This is an optimization exercise on Yosys and OpenROAD, whose aim is small area, not a production implementation.
RTL that was checked went through simulation tests only; none was proved equivalent to the original.
No functional check of the RTL was part of run 3.
The clock port is modelled as an ideal driver; clocking choices that lean on that would not hold on a real chip.
Power is estimated from default activity; no workload was simulated.

==> config.mk <==
export PLATFORM = sky130hd
export DESIGN_NAME = top
export DESIGN_NICKNAME = top
export VERILOG_FILES = /design/flow/design.v
export SDC_FILE = /design/flow/constraint.sdc
export NUM_CORES = 4
export LEC_CHECK = 0
export ABC_AREA = 1
export CAP_MARGIN = 20
export CORE_MARGIN = 2
export CORE_UTILIZATION = 40
export GPL_TIMING_DRIVEN = 0
export SLEW_MARGIN = 20
export SYNTH_HIERARCHICAL = 1
==> constraint.sdc <==
create_clock -name core_clock -period 5.0 [get_ports {pclk}]
set_input_delay 1.0000 -clock core_clock [delete_from_list [all_inputs] [get_ports {pclk}]]
set_output_delay 1.0000 -clock core_clock [all_outputs]
set_load 0.01 [all_outputs]
==> design.v <==
module apb_rsel
  (
    input       [4:1]  sel,
    input       [4:1]  rst,
    output      [4:1]  an,
    output      [15:0] pm
  );
  wire [4:1] b = sel & rst;
  assign an = ~(sel & ~rst);
  genvar m;
  generate
    for (m = 0; m < 16; m = m + 1) begin : g_pm
      assign pm[m] = |(b & m[3:0]);
    end
  endgenerate
endmodule
module apb_inv
  (
    input  a,
    output y
  );
  assign y = ~a;
endmodule
module apb_hold
  (
    input  en,
    input  en_n,
    input  d,
    input  q,
    output y
  );
  assign y = (en & d) | (en_n & q);
endmodule
module apb_rbit
  (
    input  [4:1] a,
    input  [4:1] r,
    input        p,
    output       y
  );
  assign y = |(a & r) | p;
endmodule
module apb_rbitc
  (
    input  [4:1] a,
    input  [4:1] r,
    input        p,
    input        c,
    input        cv,
    output       y
  );
  assign y = |(a & r) | p | (c & cv);
endmodule
module top
  (
    input               pclk,
    input               presetn,
    input   [31:0]      paddr,
    input   [31:0]      pwdata,
    input               psel,
    input               pwrite,
    input               penable,
    output  [31:0]      prdata
  );
  reg [3:0]  cntrl;
  reg [31:0] reg1, reg2, reg3, reg4;
  reg        rst1, rst2, rst3, rst4;
  reg [4:0]  sel;
  wire base_ok = ~|paddr[31:5] & ~|paddr[1:0];
  wire [4:0] hit;
  assign hit[0] = base_ok & (paddr[4:2] == 3'd0);
  assign hit[1] = base_ok & (paddr[4:2] == 3'd1);
  assign hit[2] = base_ok & (paddr[4:2] == 3'd2);
  assign hit[3] = base_ok & (paddr[4:2] == 3'd3);
  assign hit[4] = base_ok & (paddr[4:2] == 3'd4);
  wire wr = psel & penable & pwrite;
  wire [4:1] wen_n = ~({4{wr}} & hit[4:1]);
  wire [4:1] we;
  apb_inv u_we1 (.a(wen_n[1]), .y(we[1]));
  apb_inv u_we2 (.a(wen_n[2]), .y(we[2]));
  apb_inv u_we3 (.a(wen_n[3]), .y(we[3]));
  apb_inv u_we4 (.a(wen_n[4]), .y(we[4]));
  wire [4:1] wn;
  apb_inv u_wn1 (.a(we[1]), .y(wn[1]));
  apb_inv u_wn2 (.a(we[2]), .y(wn[2]));
  apb_inv u_wn3 (.a(we[3]), .y(wn[3]));
  apb_inv u_wn4 (.a(we[4]), .y(wn[4]));
  wire [31:0] nx1, nx2, nx3, nx4;
  genvar j;
  generate
    for (j = 0; j < 32; j = j + 1) begin : g_wr
      apb_hold u_h1 (.en(we[1]), .en_n(wn[1]), .d(pwdata[j]), .q(reg1[j]), .y(nx1[j]));
      apb_hold u_h2 (.en(we[2]), .en_n(wn[2]), .d(pwdata[j]), .q(reg2[j]), .y(nx2[j]));
      apb_hold u_h3 (.en(we[3]), .en_n(wn[3]), .d(pwdata[j]), .q(reg3[j]), .y(nx3[j]));
      apb_hold u_h4 (.en(we[4]), .en_n(wn[4]), .d(pwdata[j]), .q(reg4[j]), .y(nx4[j]));
    end
  endgenerate
  always @(posedge pclk) begin
    sel <= hit;
    if (!presetn)
      cntrl <= 4'h0;
    else if (wr & hit[0])
      cntrl <= pwdata[3:0];
    reg1 <= nx1;
    reg2 <= nx2;
    reg3 <= nx3;
    reg4 <= nx4;
    if (!presetn) begin
      rst1 <= 1'b1; rst2 <= 1'b1; rst3 <= 1'b1; rst4 <= 1'b1;
    end else begin
      if (we[1]) rst1 <= 1'b0;
      if (we[2]) rst2 <= 1'b0;
      if (we[3]) rst3 <= 1'b0;
      if (we[4]) rst4 <= 1'b0;
    end
  end
  localparam [31:0] RV1 = 32'h5A5A_5555;
  localparam [31:0] RV2 = 32'h1234_9876;
  localparam [31:0] RV3 = 32'hA5A5_0000;
  localparam [31:0] RV4 = 32'h0000_FFFF;
  wire [4:1]  an, a;
  wire [15:0] pm;
  apb_rsel u_rsel (.sel(sel[4:1]), .rst({rst4, rst3, rst2, rst1}), .an(an), .pm(pm));
  apb_inv u_a1 (.a(an[1]), .y(a[1]));
  apb_inv u_a2 (.a(an[2]), .y(a[2]));
  apb_inv u_a3 (.a(an[3]), .y(a[3]));
  apb_inv u_a4 (.a(an[4]), .y(a[4]));
  wire [31:0] p;
  genvar i;
  generate
    for (i = 0; i < 32; i = i + 1) begin : g_rd
      assign p[i] = pm[{RV4[i], RV3[i], RV2[i], RV1[i]}];
      if (i < 4) begin : g_c
        apb_rbitc u_bit (.a(a), .r({reg4[i], reg3[i], reg2[i], reg1[i]}), .p(p[i]),
                         .c(sel[0]), .cv(cntrl[i]), .y(prdata[i]));
      end else begin : g_r
        apb_rbit u_bit (.a(a), .r({reg4[i], reg3[i], reg2[i], reg1[i]}), .p(p[i]),
                        .y(prdata[i]));
      end
    end
  endgenerate
endmodule
==> flow/run.sh <==
#!/bin/bash
# Standard ORFS layout with these changes: ABC maps for area with
# flow/area.abc (registers untouched), ports are buffered with the smallest
# buffer, CTS inserts no dummy loads and uses small buffers, and after CTS a
# clock buffer with slow sink slews is upsized (flow/post_cts.tcl).
set -euo pipefail
export AREA_ABC_SCRIPT="$PWD/flow/area.abc"
export BUFFER_PORTS_ARGS="-buffer_cell sky130_fd_sc_hd__buf_1"
export CTS_ARGS="-sink_clustering_enable -repair_clock_nets -dont_use_dummy_load -buf_list sky130_fd_sc_hd__clkbuf_4"
export POST_CTS_TCL="$PWD/flow/post_cts.tcl"
bash standard.sh "SYNTH_SCRIPT=$PWD/flow/synth.tcl" "BUFFER_PORTS_ARGS=$BUFFER_PORTS_ARGS" \
  "CTS_ARGS=$CTS_ARGS" "POST_CTS_TCL=$POST_CTS_TCL" finish > standard_flow.log 2>&1
==> flow/area.abc <==
strash
&get -n
&dch
&nf -R 1000
&put
mfs2
strash
&get -n
&dch
&nf -R 1000
&put
==> flow/post_cts.tcl <==
set_propagated_clock [all_clocks]
estimate_parasitics -placement
set n_up 0
foreach inst [get_cells clkbuf_*] {
  if { [get_property $inst ref_name] ne "sky130_fd_sc_hd__clkbuf_4" } { continue }
  set worst 0
  foreach out [get_pins -of_objects $inst -filter "direction==output"] {
    foreach p [get_pins -of_objects [get_nets -of_objects $out] -filter "direction==input"] {
      if { [get_property $p is_register_clock] ne "1" } { continue }
      set s [get_property $p slew_max]
      if { $s > $worst } { set worst $s }
    }
  }
  if { $worst > 0.108 } {
    puts "post_cts: [get_full_name $inst] sink slew $worst, using clkbuf_8"
    replace_cell $inst sky130_fd_sc_hd__clkbuf_8
    incr n_up
  }
}
puts "post_cts: upsized $n_up clock buffers"
if { $n_up > 0 } {
  detailed_placement
  check_placement -verbose
}
==> flow/synth.tcl <==
proc synth {args} { yosys synth -nofsm -noshare {*}$args }
# Same as synth_recipe.tcl, except that ABC maps with flow/area.abc, and the
# inverters of apb_inv are sized up (below).
proc abc {args} {
  set i [lsearch -exact $args -script]
  if { $i >= 0 } {
    set args [lreplace $args [expr {$i + 1}] [expr {$i + 1}] $::env(AREA_ABC_SCRIPT)]
  }
  yosys abc {*}$args
}
source $::env(SCRIPTS_DIR)/synth.tcl
# The inverters of apb_inv drive a whole register's enables or read selects:
# give them the double-strength inverter, which has the same area.
chtype -set sky130_fd_sc_hd__inv_2 apb_inv/t:sky130_fd_sc_hd__clkinv_1 apb_inv/t:sky130_fd_sc_hd__inv_1
# left out here: clear keep_hierarchy, flatten, clean up, hide names made inside functions, write 1_2_yosys.v
==> standard.sh <==
#!/bin/bash
# synth_recipe.tcl (not shown) runs the flow's synth.tcl, then flattens the netlist and writes it again
# the make line also repeats each setting of config.mk as NAME=value (left out here)
make -C /OpenROAD-flow-scripts/flow DESIGN_CONFIG=/design/flow/config.mk WORK_HOME=/design/flow/orfs CLKGATE_MAP_FILE= SYNTH_SCRIPT=/design/flow/synth_recipe.tcl "${@:-finish}"
==> results.toml, run 1 <==
[placed_design]
io_buffers = 100
dp_hpwl_mm = 8.094
gp_congestion = 0.7323

[setup_path]
critPathRequiredTime_ns = 5.38
worst_setup_path_end_kind = "register"
crit_fanout = 34
startpoint_type = "input port"
r2r-start = "cntrl[1]"
reg2reg_depth = 2
critPathKind = "input port to register"
r2r_slack_ns = 4.37
r2r_end = "cntrl[1]"
cp.arrival_ns = 3.85

[routing]
drtIter0Drc = 541
wl_per_cell_um = 20.74
vias_per_cell = 6.124
vias = 4336
dr.pass1.iters = 8
totalWireLength_mm = 14.68
drcViolationCount = 0
ant_nets = 0

[sta]
rsz0062_at_grt = "no"
fmax_ghz = 0.2885
fin_crit_ns = 3.466
clock_skew_ns = 0
period_share = 0.6933
timing.setup.tns_ns = 0
slew_viol_final = 0
hold_violations = 0
finalSetupViolCount = 0
relSlewSlack = 0.4587
worstMarginPinSlew_ns = 0.8107

[grt]
grt_overflow = 0
grt_max_degree = 35
grt_pass1_vias = 4332
antenna_found_initial = 0
track_usage = 0.2277
grt_pass1_wl_mm = 22.74

[final_layout]
diodes = 0
n_fill_cell = 1167
final_net_count = 632
layout_commonest_cell = "dfxtp_1"
area_growth_pct = 14.11
final_util = 0.4668
final_cell_mix = "dfxtp_1, a22o_1, buf_1, nand2_1, a21oi_1"
drive_above_1_share = 0.05169

[logic_synthesis]
syn_nets = 513
syn_area_per_cell_um2 = 11.07
ys.warnings.count = 7
netlist_instances = 444
syn_area_mm2 = 0.004913

[power]
pwr_density_cell_mw_per_mm2 = 295.1
power.leakage_nw = 2.232
ir_worst_vdd_mv = 0.1103

[run]
maxCapViolCount = 0

[floorplan]
die_w_um = 114.8
ios = 101
core_area_mm2 = 0.01201
die_area_mm2 = 0.01319
fp.dieH_um = 114.8
num_rows = 40
initial_core_util = 0.4091

[worst_hold_path]
hold_start = "reg4[21]"
hold-path-cell-count = 1
hold_path_class = "register to register"
min_to = "reg4[21]"

[cts]
cts_tree = "done"
clk_pin_slew_worst_paths_ns = 0.09
cts_sinks = 141
clk_latency_ns = 0.51

[run_status]
status = "timing/DRC/antenna clean"
==> through the flow <==
step	hold slack (ns)	std cells	area [um2]	setup slack [ns]	power (W)
after floorplan	0.4383	444	4913	2.015	0.001152
after global placement	0.4505	691	5473	1.083	0.001183
after detailed placement	0.4515	691	5473	1.023	0.001184
after global routing	0.4895	708	5607	1.333	0.001726
final	0.4766	708	5607	1.534	0.001655
==> state kept, by name (all words and copies together), names as in the netlist <==
signal / count
reg4: 32
rst1: 1
rst2: 1
rst4: 1
rst3: 1
reg3: 32
cntrl: 4
reg2: 32
sel: 5
reg1: 32
==> where the power goes <==
part | leakage [nW] | switching [W] | total, W | internal [W]
clock network | 0.0808 | 0.000332 | 0.000496 | 0.000164
registers | 1.14 | 0.00000000000118 | 0.00112 | 0.00112
logic | 1.02 | 0.0000223 | 0.0000366 | 0.0000143
==> layout make-up <==
cell class                      instances  area, um2  share of cell area
Sequential cell                       141       2823              0.5035
Multi-Input combinational cell        282       2012              0.3588
Timing Repair Buffer                  100      375.4             0.06695
Tap cell                              147      183.9             0.03281
Clock buffer                           17      133.9             0.02388
Inverter                               21      78.83             0.01406
==> metal layers <==
layer	vias to the layer above	global-route usage	wire length, um
li1	2014	-	-
met1	2095	0.2957	6673
met2	216	0.3787	6791
met3	11	0.06115	1094
met4	0	0.05783	121
met5	-	0	0
==> worst max-delay path by stage <==
stage | start | depth (start not counted) | slack [ns] | end
floorplan | paddr[26] | 9 | 2.02 | reg1[0]
global placement | paddr[26] | 11 | 1.08 | reg2[4]
detailed placement | paddr[18] | 10 | 1.02 | reg1[15]
global route | paddr[21] | 10 | 1.33 | reg1[9]
finish | paddr[6] | 10 | 1.53 | reg1[2]
==> worst max-delay path: stages <==
cell	delay, ns
buf_1	0.07
nor4_1	0.31
nand4_1	0.13
nor4_1	0.24
nor2b_1	0.29
and3b_1	0.23
nand2_1	0.07
inv_2	0.59
inv_2	0.55
a22o_1	0.34
==> run 2, diff against run 1 <==
--- a/config.mk
+++ b/config.mk
@@ -10,5 +10,4 @@
 export CORE_MARGIN = 2
 export CORE_UTILIZATION = 40
-export GPL_TIMING_DRIVEN = 0
 export SLEW_MARGIN = 20
 export SYNTH_HIERARCHICAL = 1
==> results.toml, run 2 <==
[logic_synthesis]
netlist_instances = 444
syn_nets = 513
syn_area_per_cell_um2 = 11.07
ys.warnings.count = 7
syn_area_mm2 = 0.004913

[sta]
worstMarginPinSlew_ns = 0.7430
fin_crit_ns = 3.087
period_share = 0.6173
finalSetupViolCount = 0
rsz0062_at_grt = "no"
fmax_ghz = 0.3240
slew_viol_final = 0
timing.setup.tns_ns = 0
hold_violations = 0
relSlewSlack = 0.5039
clock_skew_ns = 0

[floorplan]
initial_core_util = 0.4091
num_rows = 40
die_w_um = 114.8
ios = 101
die_area_mm2 = 0.01319
fp.dieH_um = 114.8
core_area_mm2 = 0.01201

[routing]
vias_per_cell = 5.986
vias = 4262
totalWireLength_mm = 13.97
dr.pass1.iters = 5
drtIter0Drc = 482
drcViolationCount = 0
ant_nets = 0
wl_per_cell_um = 19.62

[power]
pwr_density_cell_mw_per_mm2 = 296.8
power.leakage_nw = 2.259
ir_worst_vdd_mv = 0.1083
power_w = 0.001677

[cts]
clk_latency_ns = 0.52
cts_tree = "done"
cts_sinks = 141
clk_pin_slew_worst_paths_ns = 0.08

[run_status]
status = "timing/DRC/antenna clean"

[placed_design]
dp.cells = 695
gp_congestion = 0.7166
io_buffers = 100
dp_hpwl_mm = 8.006

[grt]
grt_max_degree = 35
grt_pass1_vias = 4194
antenna_found_initial = 0
track_usage = 0.2151
grt_pass1_wl_mm = 21.92
grt_overflow = 0

[setup_path]
critPathRequiredTime_ns = 4.00
crit_fanout = 32
startpoint_type = "register"
worst_setup_path_end_kind = "output pin"
cp.arrival_ns = 2.09
critPathKind = "register to output pin"

[final_layout]
final_cell_mix = "dfxtp_1, a22o_1, buf_1, nand2_1, a21oi_1"
area_growth_pct = 14.97
final_net_count = 636
fin_cells = 712
diodes = 0
layout_commonest_cell = "dfxtp_1"
drive_above_1_share = 0.05841

[worst_hold_path]
hold_path_class = "register to register"

[run]
maxCapViolCount = 0
run 2: cell types whose count changed in the layout (fill, tap and decap cells not counted), sizes merged:
cell / previous run / this run
buf: 100 / 104
run 2: final timing paths:
kind,cells after the start,to,startpoint,slack (ns)
setup / recovery,5,prdata[5],rst1,1.91
hold / removal,1,reg3[1],reg3[1],0.48
setup reg to reg,2,cntrl[3],cntrl[3],4.36
hold reg to reg,1,reg3[1],reg3[1],0.48
run 2: routing by layer:
| layer | GRT usage | up-vias | part of all wire |
|---|---|---|---|
| li1 | - | 2021 | - |
| met1 | 0.2938 | 2041 | 0.46 |
| met2 | 0.3412 | 189 | 0.46 |
| met3 | 0.05588 | 11 | 0.072 |
| met4 | 0.05622 | 0 | 0.010 |
| met5 | 0 | - | 0 |
run 2: final cells by class:
cell class,count,area (um2)
fill,1183,6362
timing repair buffer,104,405.4
clock buffer,17,146.4
sequential,141,2823
multi-input combinational,282,2012
tap,147,183.9
inverter,21,78.83
run 2: worst max-delay path, stage by stage, from the launching register on:
cell	delay, ns
dfxtp_1	0.33
nand2b_1	0.16
inv_2	0.53
a222oi_1	0.23
nand2_1	0.14
buf_1	0.17
run 2: per-stage QoR:
step	utilization	hold slack, ns	area [um2]	setup slack, ns
3_5_place_dp	0.4581	0.4521	5503	1.476
3_3_place_gp	0.4581	0.4511	5503	1.637
5_1_grt	0.4703	0.4921	5649	1.740
2_1_floorplan	-	0.4383	4913	2.015
6_report	0.4703	0.4758	5649	1.913
run 2: report_power, final:
part	internal (W)	total (W)	switching, W	leakage [nW]
Clock	0.000180	0.000517	0.000337	0.0860
Sequential	0.00112	0.00112	0.00000000000114	1.14
Combinational	0.0000143	0.0000378	0.0000235	1.04
Total	0.00132	0.00168	0.000360	2.26
==> run 3, diff against run 2 <==
--- a/design.v
+++ b/design.v
@@ -2,10 +2,10 @@
   (
     input       [4:1]  sel,
-    input       [4:1]  rst,
+    input       [4:1]  vld,
     output      [4:1]  an,
     output      [15:0] pm
   );
-  wire [4:1] b = sel & rst;
-  assign an = ~(sel & ~rst);
+  wire [4:1] b = sel & ~vld;
+  assign an = ~(sel & vld);
   genvar m;
   generate
@@ -41,4 +41,31 @@
   assign y = |(a & r) | p;
 endmodule
+module apb_aoi3
+  (
+    input  [3:1] a,
+    input  [3:1] r,
+    output yn
+  );
+  assign yn = ~|(a & r);
+endmodule
+module apb_aoi221
+  (
+    input  a4,
+    input  r4,
+    input  c,
+    input  cv,
+    input  p,
+    output yn
+  );
+  assign yn = ~((a4 & r4) | (c & cv) | p);
+endmodule
+module apb_nand2
+  (
+    input  a,
+    input  b,
+    output y
+  );
+  assign y = ~(a & b);
+endmodule
 module apb_rbitc
   (
@@ -50,5 +77,8 @@
     output       y
   );
-  assign y = |(a & r) | p | (c & cv);
+  wire n0, n1;
+  apb_aoi3   u_l (.a(a[3:1]), .r(r[3:1]), .yn(n0));
+  apb_aoi221 u_h (.a4(a[4]), .r4(r[4]), .c(c), .cv(cv), .p(p), .yn(n1));
+  apb_nand2  u_y (.a(n0), .b(n1), .y(y));
 endmodule
 module top
@@ -65,5 +95,5 @@
   reg [3:0]  cntrl;
   reg [31:0] reg1, reg2, reg3, reg4;
-  reg        rst1, rst2, rst3, rst4;
+  reg        vld1, vld2, vld3, vld4;
   reg [4:0]  sel;
   wire base_ok = ~|paddr[31:5] & ~|paddr[1:0];
@@ -86,4 +116,13 @@
   apb_inv u_wn3 (.a(we[3]), .y(wn[3]));
   apb_inv u_wn4 (.a(we[4]), .y(wn[4]));
+  wire ce   = presetn & wr & hit[0];
+  wire ce_n = presetn & ~(wr & hit[0]);
+  wire [3:0] nxc;
+  genvar c;
+  generate
+    for (c = 0; c < 4; c = c + 1) begin : g_c
+      apb_hold u_hc (.en(ce), .en_n(ce_n), .d(pwdata[c]), .q(cntrl[c]), .y(nxc[c]));
+    end
+  endgenerate
   wire [31:0] nx1, nx2, nx3, nx4;
   genvar j;
@@ -98,20 +137,13 @@
   always @(posedge pclk) begin
     sel <= hit;
-    if (!presetn)
-      cntrl <= 4'h0;
-    else if (wr & hit[0])
-      cntrl <= pwdata[3:0];
+    cntrl <= nxc;
     reg1 <= nx1;
     reg2 <= nx2;
     reg3 <= nx3;
     reg4 <= nx4;
-    if (!presetn) begin
-      rst1 <= 1'b1; rst2 <= 1'b1; rst3 <= 1'b1; rst4 <= 1'b1;
-    end else begin
-      if (we[1]) rst1 <= 1'b0;
-      if (we[2]) rst2 <= 1'b0;
-      if (we[3]) rst3 <= 1'b0;
-      if (we[4]) rst4 <= 1'b0;
-    end
+    vld1 <= presetn & (vld1 | we[1]);
+    vld2 <= presetn & (vld2 | we[2]);
+    vld3 <= presetn & (vld3 | we[3]);
+    vld4 <= presetn & (vld4 | we[4]);
   end
   localparam [31:0] RV1 = 32'h5A5A_5555;
@@ -121,5 +153,5 @@
   wire [4:1]  an, a;
   wire [15:0] pm;
-  apb_rsel u_rsel (.sel(sel[4:1]), .rst({rst4, rst3, rst2, rst1}), .an(an), .pm(pm));
+  apb_rsel u_rsel (.sel(sel[4:1]), .vld({vld4, vld3, vld2, vld1}), .an(an), .pm(pm));
   apb_inv u_a1 (.a(an[1]), .y(a[1]));
   apb_inv u_a2 (.a(an[2]), .y(a[2]));
--- a/config.mk
+++ b/config.mk
@@ -9,5 +9,6 @@
 export CAP_MARGIN = 20
 export CORE_MARGIN = 2
-export CORE_UTILIZATION = 40
+export CORE_UTILIZATION = 60
+export GPL_TIMING_DRIVEN = 0
 export SLEW_MARGIN = 20
 export SYNTH_HIERARCHICAL = 1
==> results.toml, run 3 <==
[run_status]
status = "timing/DRC/antenna clean"

[setup_path]
critPathKind = "input port to register"
startpoint_type = "input port"
cp_slowest_cell = "inv_2"
worst_setup_path_end_kind = "register"
path_cells = "buf_1 > nor4_1 > nand3_1 > nor4_1 > nor2b_1 > and3b_1 > nand2_1 > inv_2 > inv_2 > a22o_1"
cpPeakStageDelay_ns = 0.57
cp.arrival_ns = 3.73
critPathRequiredTime_ns = 5.39
crit_fanout = 34

[placed_design]
io_buffers = 100
dp_hpwl_mm = 7.501
gp_congestion = 0.7689
pre_cts_ws_ns = 1.185

[routing]
drcViolationCount = 0
wl_per_cell_um = 20.58
vias_per_cell = 6.756
totalWireLength_mm = 13.42
ant_nets = 0
vias = 4405
drtIter0Drc = 472
dr.pass1.iters = 6

[sta]
relSlewSlack = 0.4838
hold_violations = 0
timing.setup.tns_ns = 0
rsz0062_at_grt = "no"
finalWorstSetupSlack_ns = 1.662
period_share = 0.6675
fmax_ghz = 0.2996
slew_viol_final = 0
clock_skew_ns = 0
worstMarginPinSlew_ns = 0.7732
fin_crit_ns = 3.338
finalSetupViolCount = 0

[final_layout]
seqCellArea_mm2 = 0.002823
layout_commonest_cell = "dfxtp_1"
n_fill_cell = 633
area_growth_pct = 13.29
final_net_count = 621
final_cell_mix = "dfxtp_1, a22o_1, buf_1, nand2_1, a222oi_1"
drive_above_1_share = 0.05273
multi_input_area_mm2 = 0.001997
diodes = 0

[cts]
clk_latency_ns = 0.52
cts_sinks = 141
clk_pin_slew_worst_paths_ns = 0.08
cts_tree = "done"

[logic_synthesis]
syn_area_per_cell_um2 = 11.29
syn_nets = 502
netlist_instances = 433
ys.warnings.count = 7
syn_area_mm2 = 0.004887

[grt]
grt_max_degree = 35
grt_pass1_wl_mm = 21.11
grt_overflow = 0
grt_pass1_vias = 4316
antenna_found_initial = 0
track_usage = 0.3072

[floorplan]
fp.dieH_um = 94.25
die_w_um = 94.25
initial_core_util = 0.6260
ios = 101
core_area_mm2 = 0.007807
num_rows = 32
die_area_mm2 = 0.008883

[power]
power.leakage_nw = 2.226
seqPwrFrac = 0.672
p_int_w = 0.001317
pwr-share-clk = 0.306
ir_worst_vdd_mv = 0.1910
pwr_density_cell_mw_per_mm2 = 301.5
switchingPower_w = 0.0003526
p_sw_frac = 0.2112
combPwrFrac = 0.022

[worst_hold_path]
hold_path_class = "register to register"

[run]
maxCapViolCount = 0
==> run 3: path summary, 6_finish.rpt <==
path               to  slack (ns)  cells past startpoint      start
max          reg1[31]        1.66                     10  paddr[26]
min           reg2[7]        0.47                      1    reg2[7]
min reg2reg   reg2[7]        0.47                      1    reg2[7]
max reg2reg  cntrl[1]        4.36                      1   cntrl[1]
==> run 3: cell type report <==
cell class	count	area share
sequential	141	0.5098
multi-input combinational	274	0.3607
timing repair buffer	100	0.06780
clock buffer	17	0.02644
tap	102	0.02305
inverter	18	0.01220
==> run 3: worst max-delay path: cells and delay by family <==
family	cells	cell delay, ns
compound gates	1	0.34
buf+inv	3	1.15
simple gates	6	1.23
==> run 3: power by group through the flow <==
stage | registers [W] | logic, W | clock network (W)
3_5_place_dp | 0.00115 | 0.0000355 | 0
5_1_grt | 0.00112 | 0.0000409 | 0.000561
6_report | 0.00112 | 0.0000362 | 0.000511
2_1_floorplan | 0.00115 | 0.00000413 | 0
3_3_place_gp | 0.00115 | 0.0000339 | 0
==> run 3: layer usage <==
layer  share of wire  vias up  global-route usage
met2            0.48      249              0.5131
met5               0        -                   0
met3           0.095       16             0.07303
met4          0.0085        0             0.08333
met1            0.42     2153              0.3989
li1                -     1987                   -
==> run 3: stage by stage <==
step	cell area (um2)	total power, W	utilization	hold WS (ns)	cells
global placement	5390	0.001182	0.6904	0.4508	635
global route	5537	0.001724	0.7091	0.4861	652
detailed placement	5390	0.001184	0.6904	0.4521	635
finish	5537	0.001669	0.7091	0.4750	652
floorplan	4887	0.001152	-	0.4383	433

-- separate check: timing with driven ports --
In the flow no input, the clock included, has a driving cell. The finished layouts below were timed again as built, in two steps.
Step 1 (the two cells are an assumption about what drives the block):
set clk [get_ports {pclk}]
set_driving_cell -lib_cell sky130_fd_sc_hd__clkbuf_16 $clk
set_driving_cell -lib_cell sky130_fd_sc_hd__buf_2 [delete_from_list [all_inputs] $clk]
Step 2 also shifts input and output timing later by t, the mid clock arrival at the registers, as if the neighbouring blocks saw the same clock.
Slacks: ideal / step 1 / step 2; pairs: ideal / step 1.
| run | t, ns | setup slack, ns | hold slack, ns | worst setup path after step 2 |
|---|---|---|---|---|
| run 1 | 0.539 | 1.534 / 1.547 / 1.008 | 0.477 / 0.477 / 0.477 | input to register |
| run 2 | 0.540 | 1.913 / 1.880 / 1.454 | 0.476 / 0.476 / 0.476 | input to register |
| run 3 | 0.536 | 1.662 / 1.669 / 1.133 | 0.475 / 0.475 / 0.475 | input to register |
After both steps every run listed still meets setup and hold. The setup slack of run 3, which loses most, moves by +0.007 ns with the drivers and by -0.529 ns with both steps.
